This design comes from an exercise in tuning for small area, a short achievable clock period and few clock cycles per item on the open sky130 flow, not from production work. Only simulation tests tie the RTL to the original design; equivalence was not proved.

## config.mk

```make
export PLATFORM = sky130hd
export DESIGN_NAME = alias_reduction
export DESIGN_NICKNAME = alias_reduction
export VERILOG_FILES = /design/flow/design.v
export SDC_FILE = /design/flow/constraint.sdc
export NUM_CORES = 4
export LEC_CHECK = 0
export CAP_MARGIN = 20
export CORE_MARGIN = 2
export CORE_UTILIZATION = 40
export PLACE_DENSITY = 0.6
export SLEW_MARGIN = 20
```

## constraint.sdc

```tcl
create_clock -name core_clock -period 15.0 [get_ports {clk}]
set_input_delay 3.0000 -clock core_clock [delete_from_list [all_inputs] [get_ports {clk}]]
set_output_delay 3.0000 -clock core_clock [all_outputs]
set_load 0.01 [all_outputs]
```

## design.v

```verilog
`timescale 1ns / 1ps
`default_nettype none
module arith18_add(
    input wire [17:0] op1,
	input wire [17:0] op2,
    output wire [17:0] sum
    );
    assign sum = op1 + op2;
endmodule
`timescale 1ns / 1ps
`default_nettype none
module arith18_sub(
    input wire [17:0] op1,
	input wire [17:0] op2,
    output wire [17:0] difference
    );
    assign difference = op1 - op2;
endmodule
`timescale 1ns / 1ps
`default_nettype none
module arith18_mul(
    input wire signed [17:0] op1,
	input wire signed [17:0] op2,
    output wire [17:0] product
    );
    reg[35:0] tmp;
    assign product = tmp[33:16];
    always @(*) begin
        tmp = op1 * op2;
    end
endmodule
`timescale 1ns / 1ps
module multiplexer_2(input wire muxin, input wire[17:0] a, input wire[17:0] b, output reg[17:0] out);
    always @(*)begin
        case (muxin)
            0: out = a;
            1: out = b;
        endcase
    end
endmodule
`timescale 1ns / 1ps
module multiplexer_2_10bit(input wire muxin, input wire[9:0] a, input wire[9:0] b, output reg[9:0] out);
    always @(*)begin
        case (muxin)
            0: out = a;
            1: out = b;
        endcase
    end
endmodule
`timescale 1ns / 1ps
module multiplexer_2_1bit(input wire muxin, input wire a, input wire b, output reg out);
    always @(*)begin
        case (muxin)
            0: out = a;
            1: out = b;
        endcase
    end
endmodule
module multiplexer_4(input wire[1:0] muxin, input wire a, input wire b, input wire c,output reg out);
    always @(*)begin
        case (muxin)
            2'b0: out = a;
            2'd1: out = b;
            2'd2: out = c;
            default: out = 1'b0;
        endcase
    end
endmodule
`timescale 1ns / 1ps
module register#
(
    parameter N = 18
)
(
    input wire clk,
    input wire rst,
    input wire enable,
    input wire[N-1:0] dataIn,
    output reg[N-1:0] dataOut
    );
    always @(posedge clk) begin
        if(!rst) begin
            if(enable) dataOut <= dataIn;
        end else begin
            dataOut <= 0;
        end
    end
endmodule
`timescale 1ns / 1ps
`default_nettype none
module rom_alias_reduction_ca(
    input wire          clk,
    input wire          enable,
    input wire  [2:0]   index,
    output reg  [17:0]  data
    );
    always @(posedge clk) begin
        if (enable) begin
            case (index)
                3'd0: data <= 18'h37c4a;  
                3'd1: data <= 18'h3873f;  
                3'd2: data <= 18'h3afc6;  
                3'd3: data <= 18'h3d170;  
                3'd4: data <= 18'h3e7c9;  
                3'd5: data <= 18'h3f582;  
                3'd6: data <= 18'h3fc5e;  
                3'd7: data <= 18'h3ff0e;  
            endcase
        end
    end
endmodule
module rom_alias_reduction_cs(
    input wire          clk,
    input wire          enable,
    input wire  [2:0]   index,
    output reg  [17:0]  data
    );
    always @(posedge clk) begin
        if (enable) begin
            case (index)
                3'd0: data <= 18'h0db85;  
                3'd1: data <= 18'h0e1b7;  
                3'd2: data <= 18'h0f318;  
                3'd3: data <= 18'h0fbb9;  
                3'd4: data <= 18'h0fed9;  
                3'd5: data <= 18'h0ffcb;  
                3'd6: data <= 18'h0fff9;  
                3'd7: data <= 18'h10000;  
            endcase
        end
    end
endmodule
`timescale 1ns / 1ps
`default_nettype none
module alias_reduction(
    input  wire clk,
    input  wire rst,	 
	 output wire  [9:0] granule_ch0_read_addr,
	 input  wire [17:0] granule_ch0_read_data,	 
	 output wire        granule_ch0_write_enable,
	 output wire  [9:0] granule_ch0_write_addr, 
	 output wire [17:0] granule_ch0_write_data,
	 output wire  [9:0] granule_ch1_read_addr,
	 input  wire [17:0] granule_ch1_read_data,
	 output wire        granule_ch1_write_enable,
	 output wire  [9:0] granule_ch1_write_addr, 
	 output wire [17:0] granule_ch1_write_data, 
	 input  wire  [1:0] sideinfo_ch0_block_type,
	 input  wire        sideinfo_ch0_window_switching_flag,
	 input  wire        sideinfo_ch0_mixed_block_flag,	 
	 input  wire  [1:0] sideinfo_ch1_block_type,
	 input  wire        sideinfo_ch1_window_switching_flag,
	 input  wire        sideinfo_ch1_mixed_block_flag,	 
    input  wire        stage_ready,
    output reg        stage_done 
    );
	localparam BUTTERFLY_MAX_DIFF = 17, MAXBUTTERFLY = 8;
    reg [9:0] counter;
    reg [3:0] butterfly_counter;
    reg up;
    reg signed [9:0] other_address_diff;
    reg [9:0] other_address;
    reg [17:0] in_0;
    reg [17:0] in_1;
    wire count_enable;
    always @(posedge clk) begin
        if(rst) begin
            counter <= 0;
            butterfly_counter <= MAXBUTTERFLY;
            up <= 0;
        end
        else if(counter < 576) begin
            if(count_enable) counter <= counter +1;
        end else begin
            counter <= 0;
        end
        if(counter == 576) begin
            stage_done <= 1;
        end else begin
           stage_done <= 0;
        end
        if(~rst && counter > 8 && counter < 567 && count_enable) begin
            if(~up) begin
                if(butterfly_counter == 0) begin
                    butterfly_counter <= 0;
                    up <= 1;
                end else begin
                    butterfly_counter <= butterfly_counter - 1;
                end
            end
            if(up) begin
                if(butterfly_counter == MAXBUTTERFLY) begin
                    butterfly_counter <= MAXBUTTERFLY;
                    up <= 0;
                end else begin
                    butterfly_counter <= butterfly_counter + 1;
                end
            end
        end
    end
    always @(posedge clk) begin
        if(rst) begin
            other_address_diff <= BUTTERFLY_MAX_DIFF;
            other_address <= 0;
        end 
        else if(counter > 8 && counter < 567 && granule_ch0_write_enable == 1) begin
            other_address <= counter + other_address_diff;  
            other_address_diff <= other_address_diff - 2;
            if(other_address_diff <= -BUTTERFLY_MAX_DIFF) begin
                other_address_diff <= BUTTERFLY_MAX_DIFF;
            end
        end
        if(~rst) other_address <= counter + other_address_diff;
        if(counter >= 576) begin
            other_address_diff <= BUTTERFLY_MAX_DIFF;
        end
    end
    reg [1:0] mux_window_type_ch0,  
              mux_window_type_ch1;
    reg lw_start_ch0,
        lw_start_ch1,
        mw_start_ch0,
        mw_start_ch1,
        sw_start_ch0,
        sw_start_ch1;
    always @(*) begin
        lw_start_ch0 = 0;
        mw_start_ch0 = 0;
        sw_start_ch0 = 0;
        lw_start_ch1 = 0;
        mw_start_ch1 = 0;
        sw_start_ch1 = 0;
        if(~sideinfo_ch0_window_switching_flag || (sideinfo_ch0_window_switching_flag && (sideinfo_ch0_block_type == 2'b01 || sideinfo_ch0_block_type == 2'b11))) begin
            mux_window_type_ch0 = 0;
            if(counter == 0 && stage_ready) begin
                lw_start_ch0 = 1;
            end else begin
                lw_start_ch0 = 0;
            end
        end else if(~sideinfo_ch0_mixed_block_flag) begin
            mux_window_type_ch0 = 2;
            if(counter == 0 && stage_ready) begin
                sw_start_ch0 = 1;
            end else begin
                sw_start_ch0 = 0;
            end
        end else begin
            mux_window_type_ch0 = 1;
            if(counter == 0 && stage_ready) begin
                mw_start_ch0 = 1;
            end else begin
                mw_start_ch0 = 0;
            end
        end
        if(~sideinfo_ch1_window_switching_flag || (sideinfo_ch1_window_switching_flag && (sideinfo_ch1_block_type == 2'b01 || sideinfo_ch1_block_type == 2'b11))) begin
            mux_window_type_ch1 = 0;
            if(counter == 0 && stage_ready) begin
                lw_start_ch1 = 1;
            end else begin
                lw_start_ch1 = 0;
            end
        end else if(~sideinfo_ch0_mixed_block_flag) begin
            mux_window_type_ch1 = 2;
            if(counter == 0 && stage_ready) begin
                sw_start_ch1 = 1;
            end else begin
                sw_start_ch1 = 0;
            end
        end else begin
            mux_window_type_ch1 = 1;
            if(counter == 0 && stage_ready) begin
                mw_start_ch1 = 1;
            end else begin
                mw_start_ch1 = 0;
            end
        end
    end
    wire enable0_ch0;
    wire mux_add_sub_ch0;
    wire enable0_ch1;
    wire mux_add_sub_ch1;
    wire mux_ctrl_out_ch0;
    wire mux_ctrl_out_ch1;
    reg const_enable;
    wire[2:0] const_index;
    wire signed [17:0] ca;
    wire signed [17:0] cs;
    wire mux_addr_ctrl_ch0;
    wire mux_addr_ctrl_ch1;
    wire lw_enable0_ch0;
    wire lw_enable0_ch1;
    wire lw_add_sub_ch0;    
    wire lw_add_sub_ch1;
    wire lw_ctrl_out_ch0;
    wire lw_ctrl_out_ch1;    
    wire lw_addr_ctrl_ch0;
    wire lw_addr_ctrl_ch1;
    wire lw_write_enable_ch0;
    wire lw_write_enable_ch1;
    wire lw_count_enable_ch0;
    wire lw_count_enable_ch1;
    reg lw_done_counter;
    wire lw_count_enable;
    wire mw_enable0_ch0;
    wire mw_enable0_ch1;
    wire mw_add_sub_ch0;    
    wire mw_add_sub_ch1;
    wire mw_ctrl_out_ch0;
    wire mw_ctrl_out_ch1;    
    wire mw_addr_ctrl_ch0;
    wire mw_addr_ctrl_ch1;
    wire mw_write_enable_ch0;
    wire mw_write_enable_ch1;
    wire mw_count_enable_ch0;
    wire mw_count_enable_ch1;
    reg mw_done_counter;
    wire mw_count_enable;
    wire sw_enable0_ch0;
    wire sw_enable0_ch1;
    wire sw_add_sub_ch0;    
    wire sw_add_sub_ch1;
    wire sw_ctrl_out_ch0;
    wire sw_ctrl_out_ch1;    
    wire sw_addr_ctrl_ch0;
    wire sw_addr_ctrl_ch1;
    wire sw_write_enable_ch0;
    wire sw_write_enable_ch1;
    wire sw_count_enable_ch0;
    wire sw_count_enable_ch1;
    reg sw_done_counter;
    wire sw_count_enable;
    multiplexer_4 state_add_sub_ch0(.muxin(mux_window_type_ch0), .a(lw_add_sub_ch0), .b(mw_add_sub_ch0), .c(sw_add_sub_ch0),  .out(mux_add_sub_ch0));
    multiplexer_4 state_add_sub_ch1(.muxin(mux_window_type_ch1), .a(lw_add_sub_ch1), .b(mw_add_sub_ch1), .c(sw_add_sub_ch1),  .out(mux_add_sub_ch1));
    multiplexer_4 state_ctrlout_ch0(.muxin(mux_window_type_ch0), .a(lw_ctrl_out_ch0), .b(mw_ctrl_out_ch0), .c(sw_ctrl_out_ch0),  .out(mux_ctrl_out_ch0));
    multiplexer_4 state_ctrlout_ch1(.muxin(mux_window_type_ch1), .a(lw_ctrl_out_ch1), .b(mw_ctrl_out_ch1), .c(sw_ctrl_out_ch1),  .out(mux_ctrl_out_ch1));    
    multiplexer_4 state_enable0_ch0(.muxin(mux_window_type_ch0), .a(lw_enable0_ch0), .b(mw_enable0_ch0), .c(sw_enable0_ch0),  .out(enable0_ch0));
    multiplexer_4 state_enable0_ch1(.muxin(mux_window_type_ch1), .a(lw_enable0_ch1), .b(mw_enable0_ch1), .c(sw_enable0_ch1),  .out(enable0_ch1));    
    multiplexer_4 state_addr_ctrl_ch0(.muxin(mux_window_type_ch0), .a(lw_addr_ctrl_ch0), .b(mw_addr_ctrl_ch0), .c(sw_addr_ctrl_ch0), .out(mux_addr_ctrl_ch0));
    multiplexer_4 state_addr_ctrl_ch1(.muxin(mux_window_type_ch1), .a(lw_addr_ctrl_ch1), .b(mw_addr_ctrl_ch1), .c(sw_addr_ctrl_ch1), .out(mux_addr_ctrl_ch1));
    multiplexer_4 state_write_enable_ch0(.muxin(mux_window_type_ch0), .a(lw_write_enable_ch0), .b(mw_write_enable_ch0), .c(sw_write_enable_ch0), .out(granule_ch0_write_enable));
    multiplexer_4 state_write_enable_ch1(.muxin(mux_window_type_ch1), .a(lw_write_enable_ch1), .b(mw_write_enable_ch1), .c(sw_write_enable_ch1), .out(granule_ch1_write_enable));
    multiplexer_4 state_count_enable(.muxin(mux_window_type_ch0), .a(lw_count_enable), .b(mw_count_enable), .c(sw_count_enable), .out(count_enable));
    assign lw_count_enable = lw_count_enable_ch0 && lw_count_enable_ch1;
    assign sw_count_enable = sw_count_enable_ch0 && sw_count_enable_ch1;
    assign mw_count_enable = mw_count_enable_ch0 && mw_count_enable_ch1;
    assign granule_ch0_write_addr = counter;
    assign granule_ch1_write_addr = counter;
	assign const_index = butterfly_counter[2:0];
	long_window_FSM long_window_ctrl0(.clk(clk), .rst(rst), .start(lw_start_ch0), .counter(counter), .enable0(lw_enable0_ch0), .butterfly_counter(butterfly_counter), .mux_add_sub(lw_add_sub_ch0), .mux_ctrlout(lw_ctrl_out_ch0), .write_enable(lw_write_enable_ch0), .count_enable(lw_count_enable_ch0), .mux_addr_ctrl(lw_addr_ctrl_ch0), .difference(other_address_diff));  
	long_window_FSM long_window_ctrl1(.clk(clk), .rst(rst), .start(lw_start_ch1), .counter(counter), .enable0(lw_enable0_ch1), .butterfly_counter(butterfly_counter), .mux_add_sub(lw_add_sub_ch1), .mux_ctrlout(lw_ctrl_out_ch1), .write_enable(lw_write_enable_ch1), .count_enable(lw_count_enable_ch1), .mux_addr_ctrl(lw_addr_ctrl_ch1), .difference(other_address_diff));
    mixed_window_FSM mixed_window_ctrl0(.clk(clk), .rst(rst), .start(mw_start_ch0), .counter(counter), .enable0(mw_enable0_ch0), .butterfly_counter(butterfly_counter), .mux_add_sub(mw_add_sub_ch0), .mux_ctrlout(mw_ctrl_out_ch0), .write_enable(mw_write_enable_ch0), .count_enable(mw_count_enable_ch0), .mux_addr_ctrl(mw_addr_ctrl_ch0), .difference(other_address_diff));  
	mixed_window_FSM mixed_window_ctrl1(.clk(clk), .rst(rst), .start(mw_start_ch1), .counter(counter), .enable0(mw_enable0_ch1), .butterfly_counter(butterfly_counter), .mux_add_sub(mw_add_sub_ch1), .mux_ctrlout(mw_ctrl_out_ch1), .write_enable(mw_write_enable_ch1), .count_enable(mw_count_enable_ch1), .mux_addr_ctrl(mw_addr_ctrl_ch1), .difference(other_address_diff));
	short_window_FSM short_window_ctrl0(.clk(clk), .rst(rst), .start(sw_start_ch0), .counter(counter), .enable0(sw_enable0_ch0), .butterfly_counter(butterfly_counter), .mux_add_sub(sw_add_sub_ch0), .mux_ctrlout(sw_ctrl_out_ch0), .write_enable(sw_write_enable_ch0), .count_enable(sw_count_enable_ch0), .mux_addr_ctrl(sw_addr_ctrl_ch0), .difference(other_address_diff));  
	short_window_FSM short_window_ctrl1(.clk(clk), .rst(rst), .start(sw_start_ch1), .counter(counter), .enable0(sw_enable0_ch1), .butterfly_counter(butterfly_counter), .mux_add_sub(sw_add_sub_ch1), .mux_ctrlout(sw_ctrl_out_ch1), .write_enable(sw_write_enable_ch1), .count_enable(sw_count_enable_ch1), .mux_addr_ctrl(sw_addr_ctrl_ch1), .difference(other_address_diff));
	rom_alias_reduction_ca get_ca(.clk(clk), .enable(1'b1), .index(const_index), .data(ca));
	rom_alias_reduction_cs get_cs(.clk(clk), .enable(1'b1), .index(const_index), .data(cs));
	datapath dp0(.clk(clk), .rst(rst), .ca(ca), .cs(cs), .mux_ctrl_add_sub(mux_add_sub_ch0), .mux_ctrlout(mux_ctrl_out_ch0), .enable0(enable0_ch0), .read_data(granule_ch0_read_data), .mux_addr_ctrl(mux_addr_ctrl_ch0), .counter(counter), .other_addr(other_address), .out(granule_ch0_write_data), .read_addr(granule_ch0_read_addr));
	datapath dp1(.clk(clk), .rst(rst), .ca(ca), .cs(cs), .mux_ctrl_add_sub(mux_add_sub_ch1), .mux_ctrlout(mux_ctrl_out_ch1), .enable0(enable0_ch1), .read_data(granule_ch1_read_data), .mux_addr_ctrl(mux_addr_ctrl_ch1), .counter(counter), .other_addr(other_address), .out(granule_ch1_write_data), .read_addr(granule_ch1_read_addr));
endmodule
module datapath(input wire clk,
                 input wire rst,
                 input wire signed [17:0] ca,
                 input wire signed [17:0] cs,
                 input wire mux_ctrl_add_sub,
                 input wire mux_ctrlout,
                 input wire enable0,
                 input wire[17:0] read_data,
                 input wire mux_addr_ctrl,
                 input wire [9:0] counter,
                 input wire [9:0] other_addr,
                 output wire signed [17:0] out,
                 output wire [9:0] read_addr
                 );
    wire signed [17:0]  cs_in,
                        ca_in,
                        add_out,
                        sub_out,
                        out_0,
                        in_0,
                        in_1;
    assign in_1 = read_data;
    register #(.N(18)) reg0(.clk(clk), .rst(rst), .enable(enable0), .dataIn(read_data), .dataOut(in_0));
    arith18_mul mul_cs_in(.op1(cs), .op2(in_0), .product(cs_in));
    arith18_mul mul_ca_in(.op1(ca), .op2(in_1), .product(ca_in));
    arith18_add add(.op1(cs_in), .op2(ca_in), .sum(add_out));
	arith18_sub sub(.op1(cs_in), .op2(ca_in), .difference(sub_out));
	multiplexer_2 mux_add_sub(.muxin(mux_ctrl_add_sub), .a(sub_out), .b(add_out), .out(out_0));
	multiplexer_2 mux_out(.muxin(mux_ctrlout), .a(in_0), .b(out_0), .out(out));
	multiplexer_2_10bit mux_addr(.muxin(mux_addr_ctrl), .a(counter), .b(other_addr), .out(read_addr));
endmodule
module long_window_FSM(
    input wire clk,
    input wire rst,
    input wire start,
    input wire signed [9:0] difference,
    input wire[9:0] counter,
    input wire[3:0] butterfly_counter,
    output reg enable0,
    output reg mux_add_sub,
    output reg write_enable,
    output reg count_enable,
    output reg mux_addr_ctrl,
    output reg mux_ctrlout
);
    localparam 
        idle = 0,
        load0 = 1,
        load1 = 2,
        calc_write = 3;
    reg[1:0] state;
    reg[1:0] nextstate;
    always @(posedge clk) begin
        if(!rst) begin
            state <= nextstate;
        end else begin
            state <= idle;
        end
    end
    always @(*) begin
    nextstate = idle;
        if(difference < 0)begin
            mux_add_sub = 1;
        end else begin
            mux_add_sub = 0;
        end
        case(state)
            idle: begin
                if(start) nextstate = load0;
            end
            load0: nextstate = load1;
            load1: nextstate = calc_write;
            calc_write: begin
                if(counter == 575) begin
                    nextstate = idle;
                end else begin
                    nextstate = load0;
                end
            end
        endcase
    end
    always @(*) begin
        enable0 = 0;
        write_enable = 0;
        count_enable = 0;
        mux_addr_ctrl = 0;
        mux_ctrlout = 0;
        case (state)
            load0: mux_addr_ctrl = 0;
            load1: begin
                mux_addr_ctrl = 1;
                enable0 = 1;
            end
            calc_write: begin
                write_enable = 1;
                count_enable = 1;
                if(butterfly_counter != 8 && counter > 8 && counter < 567) mux_ctrlout = 1;
            end
        endcase
    end
endmodule
module mixed_window_FSM(
    input wire clk,
    input wire rst,
    input wire start,
    input wire signed [9:0] difference,
    input wire[9:0] counter,
    input wire[3:0] butterfly_counter,
    output reg enable0,
    output reg mux_add_sub,
    output reg write_enable,
    output reg count_enable,
    output reg mux_addr_ctrl,
    output reg mux_ctrlout
);
    localparam 
        idle = 0,
        load0 = 1,
        load1 = 2,
        calc_write = 3;
    reg[1:0] state;
    reg[1:0] nextstate;
    always @(posedge clk) begin
        if(!rst) begin
            state <= nextstate;
        end else begin
            state <= idle;
        end
    end
    always @(*) begin
        nextstate = idle;
        mux_add_sub = 0;
        if(counter > 35) begin
            case(state)
                idle: begin
                    if(start) nextstate = load0;
                end
                load0: nextstate = load1;
                load1: nextstate = calc_write;
                calc_write: begin
                    if(counter == 575) begin
                        nextstate = idle;
                    end else begin
                        nextstate = load0;
                    end
                end
            endcase
        end else begin
            if(difference < 0)begin
                mux_add_sub = 1;
            end else begin
                mux_add_sub = 0;
            end
            case(state)
                idle: begin
                    if(start) nextstate = load0;
                end
                load0: nextstate = load1;
                load1: nextstate = calc_write;
                calc_write: begin
                    if(counter == 575) begin
                        nextstate = idle;
                    end else begin
                        nextstate = load0;
                    end
                end
            endcase
        end
    end
    always @(*) begin
        enable0 = 0;
        write_enable = 0;
        count_enable = 0;
        mux_addr_ctrl = 0;
        mux_ctrlout = 0;
        case (state)
            load0: mux_addr_ctrl = 0;
            load1: begin
                mux_addr_ctrl = 1;
                enable0 = 1;
            end
            calc_write: begin
                write_enable = 1;
                count_enable = 1;
                if(butterfly_counter != 8 && counter > 8 && counter < 26) mux_ctrlout = 1;  
            end
        endcase
    end
endmodule
module short_window_FSM(
    input wire clk,
    input wire rst,
    input wire start,
    input wire signed [9:0] difference,
    input wire[9:0] counter,
    input wire[3:0] butterfly_counter,
    output reg enable0,
    output reg mux_add_sub,
    output reg write_enable,
    output reg count_enable,
    output reg mux_addr_ctrl,
    output reg mux_ctrlout
);
    localparam 
        idle = 0,
        load0 = 1,
        load1 = 2,
        calc_write = 3;
    reg[1:0] state;
    reg[1:0] nextstate;
    always @(posedge clk) begin
        if(!rst) begin
            state <= nextstate;
        end else begin
            state <= idle;
        end
    end
    always @(*) begin
        nextstate = idle;
        case(state)
            idle: begin
                if(start) nextstate = load0;
            end
            load0: nextstate = load1;
            load1: nextstate = calc_write;
            calc_write: begin
                if(counter == 575) begin
                    nextstate = idle;
                end else begin
                    nextstate = load0;
                end
            end
        endcase
    end
    always @(*) begin
        enable0 = 0;
        write_enable = 0;
        count_enable = 0;
        mux_addr_ctrl = 0;
        mux_ctrlout = 0;
        case (state)
            load0: mux_addr_ctrl = 0;
            load1: enable0 = 1;
            calc_write: begin
                write_enable = 1;
                count_enable = 1;
                mux_ctrlout = 0;
            end
        endcase
    end
endmodule
```

## run.sh

```bash
#!/bin/bash
# synth_recipe.tcl (not shown) runs the flow's synth.tcl, then flattens the netlist and writes it again
# the make line also repeats each setting of config.mk as NAME=value (left out here)
make -C /OpenROAD-flow-scripts/flow DESIGN_CONFIG=/design/flow/config.mk WORK_HOME=/design/flow/orfs CLKGATE_MAP_FILE= SYNTH_SCRIPT=/design/flow/synth_recipe.tcl finish
```

==> flow_summary.toml <==
[timing]
min_period_ps = 14690
relSlewSlack_pct = 26.0
slew_violations = 0
period_share_pct = 97.9
worst_pin_slew_ps = 1110
whs_ps = 456
setup_tns_ps = 0
fmax_mhz = 68.1
skew_ps = 16.0
setup_viol = 0
hold_viol_final = 0

[drt]
drt-vias-per-instance = 4.92
dr.pass1.iters = 7
drt-initial-drc-count = 1832
routed_wl_mm = 124
ant_nets = 0
vias = 35791
wl_per_cell_um = 17.0
drc = 0

[placed_design]
place_inst = 7248
port_buffers = 122
dpl.hpwl_mm = 103
place_congestion = 0.861

[floorplan]
start_util_pct = 40.4
ios = 126
die_x_um = 352
num_rows = 127
die-area_mm2 = 0.124
die_height_um = 352
core_area_mm2 = 0.120

[clocking]
htree_levels = 3
clock-sinks = 112
clock_latency_ps = 400
cts_tree = "done"
cts_max_path_buffers = 2
root_buffer = "clkbuf_16"
hold_buffers = 0
cts_made_buffers = 9
clkTransAtPathRegs_ps = 100

[synthesis]
syn_nets = 7053
avgSynthCellArea_um2 = 8.91
synthFlopType = "dfxtp_1"
synth_area_mm2 = 0.0484
ys_seq_area_share_pct = 4.71
synth_top_family_by_area = "adder cells"
synth-edff-count = 4
ys_ff_latch = 112
syn_inst = 5439
async_flop_share_pct = 0
synthSimpleGateAreaFrac_pct = 15.8
ys_warn_count = 13
synth_compound_area_share_pct = 6.02
synthXorXnorAreaFrac_pct = 3.18
muxShareOfSynthArea_pct = 0.746
synth_cell_type_count = 81
yosys.area_share.adder_pct = 57.4

[setup_path]
worstPathArrival_ps = 11690
endpoint_kind = "output pin"
cpPeakStageDelay_ps = 620
start_kind = "input pin"
cp_max_fo = 10
criticalPathCategory = "in2out"
crit_path_frequent_cell = "fa_1"
cp.required_ps = 12000
critPathSlowestCell = "or4b_2"

[layout]
area_delta_synth_final_pct = 11.4
fin_util_pct = 45.0
drive_gt1_share_pct = 8.03
fillerInstances = 11693
fin_nets = 7266
antenna_cells = 0
fin_cells = 7269

[global_routing]
grt_pass1_wl_mm = 205
grt_remaining_overflow = 0
grt_pass1_vias = 38419
antenna_found_initial = 2
grt_usage_pct = 20.5
grt_max_degree = 63

[worst_hold_path]
hold_path.class = "reg2reg"

[status]
outcome = "no timing/DRC/antenna violations"

[job]
drv_cap = 0
critical path, delay by kind of cell:
family	cells	cell delay [ps]
AO/OA/AOI/OAI	13	2070
buffers and inverters	12	1740
AND/OR/NAND/NOR	3	900
adder cells (fa/ha/maj)	8	3560
XOR/XNOR	2	370
synthesized netlist by cell type (6+ instances only):
library cell  count  share of area [%]
fa_1           1093                 45
nand4_1          13               0.17
o21ai_0          86               0.89
clkbuf_1        233                1.8
a31oi_1          23               0.30
nor4_1            7              0.090
nand2_1         654                5.1
and3_1           19               0.25
nand3_1          30               0.31
mux2_2           25               0.58
buf_4            10               0.15
a21oi_1         163                1.7
mux2i_1           8               0.17
nor2b_1          15               0.19
and2_1          523                6.8
a21o_1           42               0.65
nor2_1          142                1.1
nor3_1           33               0.34
ha_1            474                 12
dfxtp_1         108                4.5
xor2_1           54               0.98
nand2b_1         49               0.63
o21bai_1         19               0.29
o211ai_1         11               0.17
nor3b_1          16               0.25
a211oi_1         17               0.26
o31ai_1           8               0.12
o21a_1           15               0.23
or3_1             9               0.12
inv_1          1301                 10
o2111ai_1         7               0.13
a211o_1           6               0.11
xnor2_1         117                2.1
final timing paths:
path,startpoint,endpoint,cells after the start,slack [ps]
max,granule_ch0_read_data[3],granule_ch0_write_data[14],38,310
max reg2reg,counter[6]$_SDFFE_PP0P_,other_address_diff[8]$_SDFFE_PP0P_,10,12100
min reg2reg,other_address_diff[0]$_SDFFE_PP1P_,other_address_diff[0]$_SDFFE_PP1P_,1,460
min,other_address_diff[0]$_SDFFE_PP1P_,other_address_diff[0]$_SDFFE_PP1P_,1,460
flip-flops by register name, summed over array words and instances (netlist names), 4 cells and up:
register,cells
other_address_diff,10
other_address,10
get_ca.data,15
counter,10
butterfly_counter,4
dp1.reg0.dataOut,18
dp0.reg0.dataOut,18
get_cs.data,13
cell families after synthesis:
kind of cell	Yosys count
mux	33
flops	112
buf+inv	1550
simple gates	1543
compound gates	461
xor+xnor	173
fa+ha+maj	1567
routing by layer:
layer / vias to the layer above / share of wire [%] / track usage, %
met5: - / 0 / 0
met4: 0 / 1.7 / 3.85
met3: 92 / 3.9 / 1.62
met2: 729 / 48 / 34.9
met1: 18330 / 46 / 28.7
li1: 16640 / - / -
cell usage in the layout (no fill, tap or decap), types with 9 or more instances in the layout:
master / instances
a211oi_1: 16
a21o_1: 42
a21oi_1: 155
a31oi_1: 21
and2_1: 522
and3_1: 19
buf_12: 13
buf_4: 315
clkbuf_16: 9
clkdlybuf4s50_1: 103
dfxtp_1: 100
dlymetal6s2s_1: 9
fa_1: 1090
ha_1: 472
inv_1: 1301
mux2_2: 25
nand2_1: 654
nand2b_1: 49
nand3_1: 29
nand4_1: 13
nor2_1: 142
nor2b_1: 15
nor3_1: 30
nor3b_1: 16
o211ai_1: 11
o21a_1: 15
o21ai_0: 71
o21ai_1: 15
o21bai_1: 19
xnor2_1: 110
xor2_1: 53
what timing repair did:
action                     in CTS  in global routing
pin swaps                       6                 22
setup endpoints to repair       7                 15
resized for setup              23                 68
buffers inserted                2                  3
cell type report:
| cell class | count | area, um^2 | share of cell area [%] |
|---|---|---|---|
| Multi-Input combinational cell | 3777 | 40600 | 75.2 |
| Timing Repair Buffer | 449 | 3840 | 7.11 |
| Clock inverter | 7 | 98.8 | 0.183 |
| Inverter | 1303 | 4890 | 9.06 |
| Tap cell | 1612 | 2020 | 3.74 |
| Clock buffer | 9 | 225 | 0.417 |
| Sequential cell | 112 | 2290 | 4.25 |
per-stage QoR:
stage / worst slack [ps] / instance area [um^2]
final: 309 / 54000
after global routing: -22.6 / 54000
after CTS: 25.2 / 53700
after detailed placement: -443 / 53300
after global placement: -394 / 53300
after floorplan: 734 / 48400
Testbench counts, summed over its fixed seeds: cycles 221,440, granules 128.

-- what the ideal ports hide --
No port has a modelled driver above. Below, the same layout with a new extraction and two added sets of constraints.
Step 1, drivers: a clkbuf_16 drives clk and a buf_2 each remaining input, both assumed.
Step 2 moves the port delays by t, midway between the first and last clock arrival at a register: inputs arrive t later, outputs are due t later. That takes back most of the time a late clock gives input paths.
a / b / c = ideal ports / drivers / drivers and shift; a / b = the first two.
t (ns): 0.440
slack for setup (ns): 0.309 / 0.286 / 0.286
worst setup path at the end: input to output
After both steps this run still meets setup and hold. The setup slack of this run moves by -0.023 ns with the drivers and by -0.023 ns with both steps.
